Source: an optimization exercise on an open RTL-to-GDS flow (aim: small area and a short achievable clock period). Production flows keep margins and buffers that such runs may drop.
The RTL was checked by simulation tests, not by an equivalence proof against the original design.
The flow treats the clock pin as an ideal source. Dropping or thinning the clock tree relies on that and would not hold on a real chip.
Power and IR drop assume default switching activity.

delta:
// fifo_sync
module fifo_sync #(
    parameter int WIDTH = 32,
    parameter int DEPTH = 16    
)(
    input  logic                 clk,
    input  logic                 rst_n,
    input  logic                 wr_en,
    input  logic [WIDTH-1:0]     wr_data,
    output logic                 full,
    input  logic                 rd_en,
    output logic [WIDTH-1:0]     rd_data,
    output logic                 empty,
    output logic [$clog2(DEPTH+1)-1:0] level
);
clock: 4.3 ns
lec_check: 0
cap_margin: 20
core_margin: 2
core_utilization: 60
place_density: 0.72
slew_margin: 20
standard.sh (not shown) runs the stock make flow with config.mk's settings and CLKGATE_MAP_FILE= SYNTH_SCRIPT=/design/flow/synth_recipe.tcl, a recipe that flattens the netlist after the stock synthesis.
==> flow/flow/run.sh <==
#!/bin/bash
# Standard ORFS layout with faster port buffers and sizing free to change
# cell footprints; the tools' output goes to standard.log and the ORFS logs.
set -e
bash standard.sh MATCH_CELL_FOOTPRINT=0 \
  "BUFFER_PORTS_ARGS=-buffer_cell sky130_fd_sc_hd__buf_2" \
  SETUP_SLACK_MARGIN=2.4 CTS_CLUSTER_SIZE=30 CTS_CLUSTER_DIAMETER=150 finish > standard.log 2>&1
Input changes introduced in cedar (baseline for comparison: delta):
- SLEW_MARGIN now 50, was 20
- PLACE_DENSITY no longer set, was 0.72
- CORE_UTILIZATION now 40, was 60
-- flow/flow/run.sh --
<<< delta, line 7
  SETUP_SLACK_MARGIN=2.4 CTS_CLUSTER_SIZE=30 CTS_CLUSTER_DIAMETER=150 finish > standard.log 2>&1
>>> cedar, line 7
  SETUP_SLACK_MARGIN=2.3 CTS_CLUSTER_SIZE=30 CTS_CLUSTER_DIAMETER=150 finish > standard.log 2>&1
==> comparison <==
The final clock period utilization by the worst path in cedar sits 0.23 points above the value recorded for delta.
The number of detailed-routing iterations run before antenna repair of cedar is lower than that of delta.
According to the power report, total power for cedar is lower than for delta.
Worst ir drop on vdd: lower on cedar
Delta (cedar minus delta): highest clock rate down 0.50%; global-route usage now sits lower; routed length per instance shrank by 6.5%; fraction of final layout cells with drive strength greater than 1 lower; placer congestion estimate saw a decrease.
The run with more setup slack is delta; cedar has less.
What yarrow does differently from cedar at the input level:
- swapping 50 for 60 in SLEW_MARGIN
- putting PLACE_DENSITY at 0.72 where nothing was set
- swapping 40 for 60 in CORE_UTILIZATION
-- flow/flow/run.sh --
<<< cedar, line 7
  SETUP_SLACK_MARGIN=2.3 CTS_CLUSTER_SIZE=30 CTS_CLUSTER_DIAMETER=150 finish > standard.log 2>&1
>>> yarrow, line 7
  SETUP_SLACK_MARGIN=2.4 CTS_CLUSTER_SIZE=30 CTS_CLUSTER_DIAMETER=150 finish > standard.log 2>&1
[summary]
yarrow finished all stages; the layout is clean.
Diff yarrow..cedar | post-CTS clock slew at the launch and capture registers of the worst setup and hold paths | negligible
Maximum frequency delta (yarrow − cedar): favourable
From cedar to yarrow the numbers moved as follows: depth of the most critical reg-to-reg path went down; peak per-stage delay on the critical path went down 0.02 ns; clock network area share saw little to no change; end-of-flow core utilization picked up an extra 23 points; residual antenna-violating net count after detailed routing stayed essentially flat.
Of yarrow and cedar, the lower combinational cell power belongs to cedar.
### yarrow -> quartz
- swapping 60 for 20 in SLEW_MARGIN
- swapping 60 for 40 in CORE_UTILIZATION
- clearing PLACE_DENSITY, which used to be 0.72
==> comparison <==
- [quartz vs yarrow] portion of the layout cell area used by non-clock buffers: lower in quartz
- [compare] base=yarrow new=quartz: total power of the final layout increased 84 µW, half-perimeter wire length after placement increased about 5%, stage delay of the slowest cell on the critical path increased 0.02 ns, core utilization decreased 23 points.

---

Setup of wip/violet:
The RTL this note starts from:
==> flow/design.v <==
module fifo_sync #(
    parameter int WIDTH = 32,
    parameter int DEPTH = 16    
)(
    input  logic                 clk,
    input  logic                 rst_n,
    input  logic                 wr_en,
    input  logic [WIDTH-1:0]     wr_data,
    output logic                 full,
    input  logic                 rd_en,
    output logic [WIDTH-1:0]     rd_data,
    output logic                 empty,
    output logic [$clog2(DEPTH+1)-1:0] level
);
    localparam int PTR_W  = $clog2(DEPTH);
    localparam int MDEPTH = DEPTH - 1;         
    logic [WIDTH-1:0] mem [0:MDEPTH-1];
    logic [WIDTH-1:0] head;
    logic [MDEPTH-1:0]           wr_sel;       
    logic [MDEPTH-1:0]           rd_sel;       
    logic [$clog2(DEPTH+1)-1:0]  count;
    logic                        full_r;       
    logic                        nonempty_r;   
    logic                        le1_r;        
    logic push, pop;
    assign push = wr_en && !full_r;
    assign pop  = rd_en && nonempty_r;
    logic mem_push, mem_pop;
    assign mem_push = push && nonempty_r && !(le1_r && rd_en);
    assign mem_pop  = pop && !le1_r;
    always_ff @(posedge clk) begin
        for (int i = 0; i < MDEPTH; i++)
            if (push && wr_sel[i]) mem[i] <= wr_data;
    end
    logic             keep;
    logic [WIDTH-1:0] head_d;
    assign keep = !rd_en && nonempty_r;
    always_comb begin
        head_d = (head & {WIDTH{keep}}) | (wr_data & {WIDTH{!keep && le1_r}});
        for (int i = 0; i < MDEPTH; i++)
            head_d = head_d | (mem[i] & {WIDTH{!keep && !le1_r && rd_sel[i]}});
    end
    always_ff @(posedge clk) begin
        head <= head_d;
    end
    always_ff @(posedge clk or negedge rst_n) begin
        if (!rst_n) begin
            wr_sel     <= MDEPTH'(1);
            rd_sel     <= MDEPTH'(1);
            count      <= '0;
            full_r     <= 1'b0;
            nonempty_r <= 1'b0;
            le1_r      <= 1'b1;
        end else begin
            if (mem_push) wr_sel <= {wr_sel[MDEPTH-2:0], wr_sel[MDEPTH-1]};
            if (mem_pop)  rd_sel <= {rd_sel[MDEPTH-2:0], rd_sel[MDEPTH-1]};
            if (push && !pop) begin
                count      <= count + 1'b1;
                full_r     <= (count == DEPTH-1);
                nonempty_r <= 1'b1;
                le1_r      <= !nonempty_r;
            end else if (pop && !push) begin
                count      <= count - 1'b1;
                full_r     <= 1'b0;
                nonempty_r <= (count != 1);
                le1_r      <= (count <= 2);
            end
        end
    end
    assign rd_data = head;
    assign full    = count[PTR_W];
    assign empty   = !nonempty_r;
    assign level   = count;
endmodule
clock: 4.3 ns
lec_check: 0
cap_margin: 50
core_margin: 2
core_utilization: 60
place_density: 0.72
slew_margin: 70
==> flow/flow/run.sh <==
#!/bin/bash
# Standard ORFS layout with faster port buffers and sizing free to change
# cell footprints; the tools' output goes to standard.log and the ORFS logs.
set -e
bash standard.sh MATCH_CELL_FOOTPRINT=0 \
  "BUFFER_PORTS_ARGS=-buffer_cell sky130_fd_sc_hd__buf_2" \
  SETUP_SLACK_MARGIN=2.4 CTS_CLUSTER_SIZE=30 CTS_CLUSTER_DIAMETER=150 finish > standard.log 2>&1
wip/violet | status: complete | timing, DRC, antenna: pass
What wip/onyx does differently from wip/violet at the input level:
- SLEW_MARGIN now 20, was 70
- CORE_UTILIZATION now 40, was 60
- CAP_MARGIN now 20, was 50
- PLACE_DENSITY no longer set, was 0.72
-- flow/flow/run.sh --
<<< wip/violet, line 7
  SETUP_SLACK_MARGIN=2.4 CTS_CLUSTER_SIZE=30 CTS_CLUSTER_DIAMETER=150 finish > standard.log 2>&1
>>> wip/onyx, line 7
  SETUP_SLACK_MARGIN=2.3 CTS_CLUSTER_SIZE=30 CTS_CLUSTER_DIAMETER=150 finish > standard.log 2>&1
- Diff wip/violet -> wip/onyx: count of buffers from port buffering closely matched the old numbers, area occupied by multi-input gates decreased by 0.70% relative to the old numbers, post-layout instance area decreased by 930 um2 relative to the old numbers, clock buffer count decreased by 1 relative to the old numbers.
- On share of final layout cell area taken by clock buffers and inverters, wip/onyx tracks wip/violet almost exactly.
- The non-clock buffer count number comes out lower for wip/onyx vs wip/violet.
- Summary of wip/onyx over wip/violet: site row count went up; fraction of power consumed by combinational cells went down.
- There was hardly any difference in clock-pin slew reported for the worst setup and hold paths after clock tree synthesis between wip/violet and wip/onyx.
- A start point of the critical path of nonempty_r is what wip/violet shows, while full_r belongs to wip/onyx.
Relative to wip/onyx, the following input files were edited for wip/tundra:
- changing SLEW_MARGIN from 20 to 70
- changing CAP_MARGIN from 20 to 50
-- flow/flow/run.sh --
<<< wip/onyx, line 7
  SETUP_SLACK_MARGIN=2.3 CTS_CLUSTER_SIZE=30 CTS_CLUSTER_DIAMETER=150 finish > standard.log 2>&1
>>> wip/tundra, line 7
  SETUP_SLACK_MARGIN=2.4 CTS_CLUSTER_SIZE=30 CTS_CLUSTER_DIAMETER=150 finish > standard.log 2>&1
## What came out
Looking at power consumed by combinational cells, wip/tundra sits above wip/onyx.
Count of non-CTS inverters in the layout came out exactly the same in wip/tundra and wip/onyx.
Least setup slack across all paths after layout, wip/tundra and wip/onyx, lower one = wip/onyx.
Share of final-layout standard cells stronger than drive strength 1 (wip/tundra over wip/onyx): increase, 4.0 points
Per the comparison of wip/tundra with wip/onyx, power density over the cells has decreased; worst path required time has decreased; clock power has remained practically unchanged.

---

fifo_sync, a different RTL version from the one above (not shown whole).
For scale: ~1200 cells after synthesis, ~550 flip-flops, ~75 I/O pins, ~0.020 mm² of cells after synthesis.
Settings: LEC_CHECK=0, CAP_MARGIN=20, CORE_MARGIN=2, CORE_UTILIZATION=55, PLACE_DENSITY=0.68, SLEW_MARGIN=20; clock period 4.3 ns.
==> flow/flow/run.sh <==
#!/bin/bash
# Standard ORFS layout with faster port buffers, sizing free to change cell
# footprints and larger clock-sink clusters. After CTS the clock tree's root
# buffer is dropped and its first-level buffers split in two, timing repaired
# again and area recovered (flow/cts_post.tcl); after global routing area is recovered again
# (flow/grt_downsize.tcl). Timing repair aims at 2.55 ns of setup slack up to
# CTS and 2.45 ns after global routing. The tools' output goes to standard.log
# and the ORFS logs.
set -e
ARGS=(MATCH_CELL_FOOTPRINT=0
  "BUFFER_PORTS_ARGS=-buffer_cell sky130_fd_sc_hd__buf_2"
  "CTS_ARGS=-sink_clustering_enable -repair_clock_nets -sink_clustering_size 30 -sink_clustering_max_diameter 150 -dont_use_dummy_load"
  "POST_CTS_TCL=$(pwd)/flow/cts_post.tcl"
  "POST_GLOBAL_ROUTE_TCL=$(pwd)/flow/grt_downsize.tcl")
bash standard.sh "${ARGS[@]}" SETUP_SLACK_MARGIN=2.55 cts > standard.log 2>&1
bash standard.sh "${ARGS[@]}" SETUP_SLACK_MARGIN=2.45 finish >> standard.log 2>&1
==> flow/flow/cts_post.tcl <==
# After clock-tree synthesis: drop the tree's root buffer (flow/noroot.tcl)
# and split each first-level buffer in two (flow/split_branch.tcl), so the
# clock port drives four buffers; legalize, repair setup timing again for
# the new clock arrival, legalize, then recover area by downsizing cells off
# the critical path (flow/downsize.tcl).
set here [file dirname [info script]]
source [file join $here noroot.tcl]
source [file join $here split_branch.tcl]
detailed_placement
estimate_parasitics -placement
report_clock_latency
repair_timing -setup -setup_margin $::env(SETUP_SLACK_MARGIN) -repair_tns 100 -verbose
detailed_placement
estimate_parasitics -placement
source [file join $here downsize.tcl]
Other scripts of this flow, unchanged in this note and not shown: flow/flow/downsize.tcl, flow/flow/grt_downsize.tcl, flow/flow/noroot.tcl, flow/flow/split_branch.tcl
The starting point completed without violations.
Edit:
--- a/flow/flow/run.sh
+++ b/flow/flow/run.sh
@@ -5,4 +5,4 @@
 # again and area recovered (flow/cts_post.tcl); after global routing area is recovered again
-# (flow/grt_downsize.tcl). Timing repair aims at 2.55 ns of setup slack up to
-# CTS and 2.45 ns after global routing. The tools' output goes to standard.log
+# (flow/grt_downsize.tcl). Timing repair aims at 2.5 ns of setup slack up to
+# CTS and 2.4 ns after global routing. The tools' output goes to standard.log
 # and the ORFS logs.
@@ -14,3 +14,3 @@
   "POST_GLOBAL_ROUTE_TCL=$(pwd)/flow/grt_downsize.tcl")
-bash standard.sh "${ARGS[@]}" SETUP_SLACK_MARGIN=2.55 cts > standard.log 2>&1
-bash standard.sh "${ARGS[@]}" SETUP_SLACK_MARGIN=2.45 finish >> standard.log 2>&1
+bash standard.sh "${ARGS[@]}" SETUP_SLACK_MARGIN=2.5 cts > standard.log 2>&1
+bash standard.sh "${ARGS[@]}" SETUP_SLACK_MARGIN=2.4 finish >> standard.log 2>&1
--- a/flow/config.mk
+++ b/flow/config.mk
@@ -11,2 +11,2 @@
 export PLACE_DENSITY = 0.68
-export SLEW_MARGIN = 20
+export SLEW_MARGIN = 50
After rerunning: The changed run finished clean; worst setup slack got worse by 0.028 ns; worst hold slack improves by 0.0059 ns; cell count went down by 0.58%; final area hardly moves.
Edit:
--- a/flow/flow/run.sh
+++ b/flow/flow/run.sh
@@ -5,4 +5,4 @@
 # again and area recovered (flow/cts_post.tcl); after global routing area is recovered again
-# (flow/grt_downsize.tcl). Timing repair aims at 2.5 ns of setup slack up to
-# CTS and 2.4 ns after global routing. The tools' output goes to standard.log
+# (flow/grt_downsize.tcl). Timing repair aims at 2.55 ns of setup slack up to
+# CTS and 2.5 ns after global routing. The tools' output goes to standard.log
 # and the ORFS logs.
@@ -14,3 +14,3 @@
   "POST_GLOBAL_ROUTE_TCL=$(pwd)/flow/grt_downsize.tcl")
-bash standard.sh "${ARGS[@]}" SETUP_SLACK_MARGIN=2.5 cts > standard.log 2>&1
-bash standard.sh "${ARGS[@]}" SETUP_SLACK_MARGIN=2.4 finish >> standard.log 2>&1
+bash standard.sh "${ARGS[@]}" SETUP_SLACK_MARGIN=2.55 cts > standard.log 2>&1
+bash standard.sh "${ARGS[@]}" SETUP_SLACK_MARGIN=2.5 finish >> standard.log 2>&1
Synthesized area is unchanged.
Global-route usage hardly moves.
Die area does not change.
Fmax rose by 2.1%.
Total power stays flat.
First-iteration DRC count stays flat.
Via count falls by 0.44%.
Cell area is about the same.
Edit:
--- a/flow/flow/run.sh
+++ b/flow/flow/run.sh
@@ -6,3 +6,3 @@
 # (flow/grt_downsize.tcl). Timing repair aims at 2.55 ns of setup slack up to
-# CTS and 2.5 ns after global routing. The tools' output goes to standard.log
+# CTS and 2.45 ns after global routing. The tools' output goes to standard.log
 # and the ORFS logs.
@@ -15,2 +15,2 @@
 bash standard.sh "${ARGS[@]}" SETUP_SLACK_MARGIN=2.55 cts > standard.log 2>&1
-bash standard.sh "${ARGS[@]}" SETUP_SLACK_MARGIN=2.5 finish >> standard.log 2>&1
+bash standard.sh "${ARGS[@]}" SETUP_SLACK_MARGIN=2.45 finish >> standard.log 2>&1
What happened:
- routed wire length went up by 0.52%
- flip-flop and latch count does not change
- via count stays flat
- setup slack loses 0.0040 ns
- final area stays flat
Edit:
--- a/flow/flow/run.sh
+++ b/flow/flow/run.sh
@@ -5,3 +5,3 @@
 # again and area recovered (flow/cts_post.tcl); after global routing area is recovered again
-# (flow/grt_downsize.tcl). Timing repair aims at 2.55 ns of setup slack up to
+# (flow/grt_downsize.tcl). Timing repair aims at 2.6 ns of setup slack up to
 # CTS and 2.45 ns after global routing. The tools' output goes to standard.log
@@ -14,3 +14,3 @@
   "POST_GLOBAL_ROUTE_TCL=$(pwd)/flow/grt_downsize.tcl")
-bash standard.sh "${ARGS[@]}" SETUP_SLACK_MARGIN=2.55 cts > standard.log 2>&1
+bash standard.sh "${ARGS[@]}" SETUP_SLACK_MARGIN=2.6 cts > standard.log 2>&1
 bash standard.sh "${ARGS[@]}" SETUP_SLACK_MARGIN=2.45 finish >> standard.log 2>&1
The new run ran to the end with no violations.
Final cell count hardly moves.
Final area barely changes.
Utilization barely changes.
Flip-flop and latch count is unchanged.
Via count hardly moves.
Worst setup slack degrades by 0.0044 ns.
Wire length falls by 1.1%.
Area after synthesis does not change.
Global-route usage stays flat.
Die area does not change.

[re-timing with driven ports]
No port has a modelled driver above. Below, the same layouts with a new extraction and two added sets of constraints.
Step 1 (the two cells are an assumption about what drives the block):
set clk [get_ports {clk}]
set_driving_cell -lib_cell sky130_fd_sc_hd__clkbuf_16 $clk
set_driving_cell -lib_cell sky130_fd_sc_hd__buf_2 [delete_from_list [all_inputs] $clk]
Step 2 moves the port delays by t, midway between the first and last clock arrival at a register: inputs arrive t later, outputs are due t later. That takes back most of the time a late clock gives input paths.
Three values: ideal, step 1, step 2; two values: the first two.
run | t (ns) | setup WS [ns] | hold slack, ns
delta | 0.594 | 2.278 / 2.230 / 1.814 | 0.428 / 0.405 / 0.460
cedar | 0.616 | 2.268 / 2.213 / 1.851 | 0.247 / 0.214 / 0.463
yarrow | 0.599 | 2.287 / 2.235 / 1.969 | 0.206 / 0.193 / 0.456
quartz | 0.615 | 2.261 / 2.205 / 1.789 | 0.387 / 0.354 / 0.477
wip/violet | 0.599 | 2.281 / 2.231 / 1.934 | 0.207 / 0.195 / 0.473
wip/onyx | 0.607 | 2.173 / 2.173 / 1.635 | 0.410 / 0.378 / 0.465
wip/tundra | 0.603 | 2.316 / 2.260 / 1.980 | 0.185 / 0.166 / 0.474
the first run of note 3 | 0.440 | 2.459 / 2.347 / 2.172 | 0.498 / 0.498 / 0.498
the second run of note 3 | 0.436 | 2.430 / 2.318 / 2.103 | 0.504 / 0.504 / 0.504
the third run of note 3 | 0.434 | 2.468 / 2.358 / 2.149 | 0.502 / 0.502 / 0.502
the fourth run of note 3 | 0.439 | 2.464 / 2.352 / 2.174 | 0.501 / 0.501 / 0.501
the fifth run of note 3 | 0.432 | 2.460 / 2.376 / 2.118 | 0.509 / 0.509 / 0.509
After both steps setup and hold are still met in every run listed. For wip/onyx, which loses most, drivers alone change the setup slack by 0.000 ns; drivers and shift together by -0.538 ns.
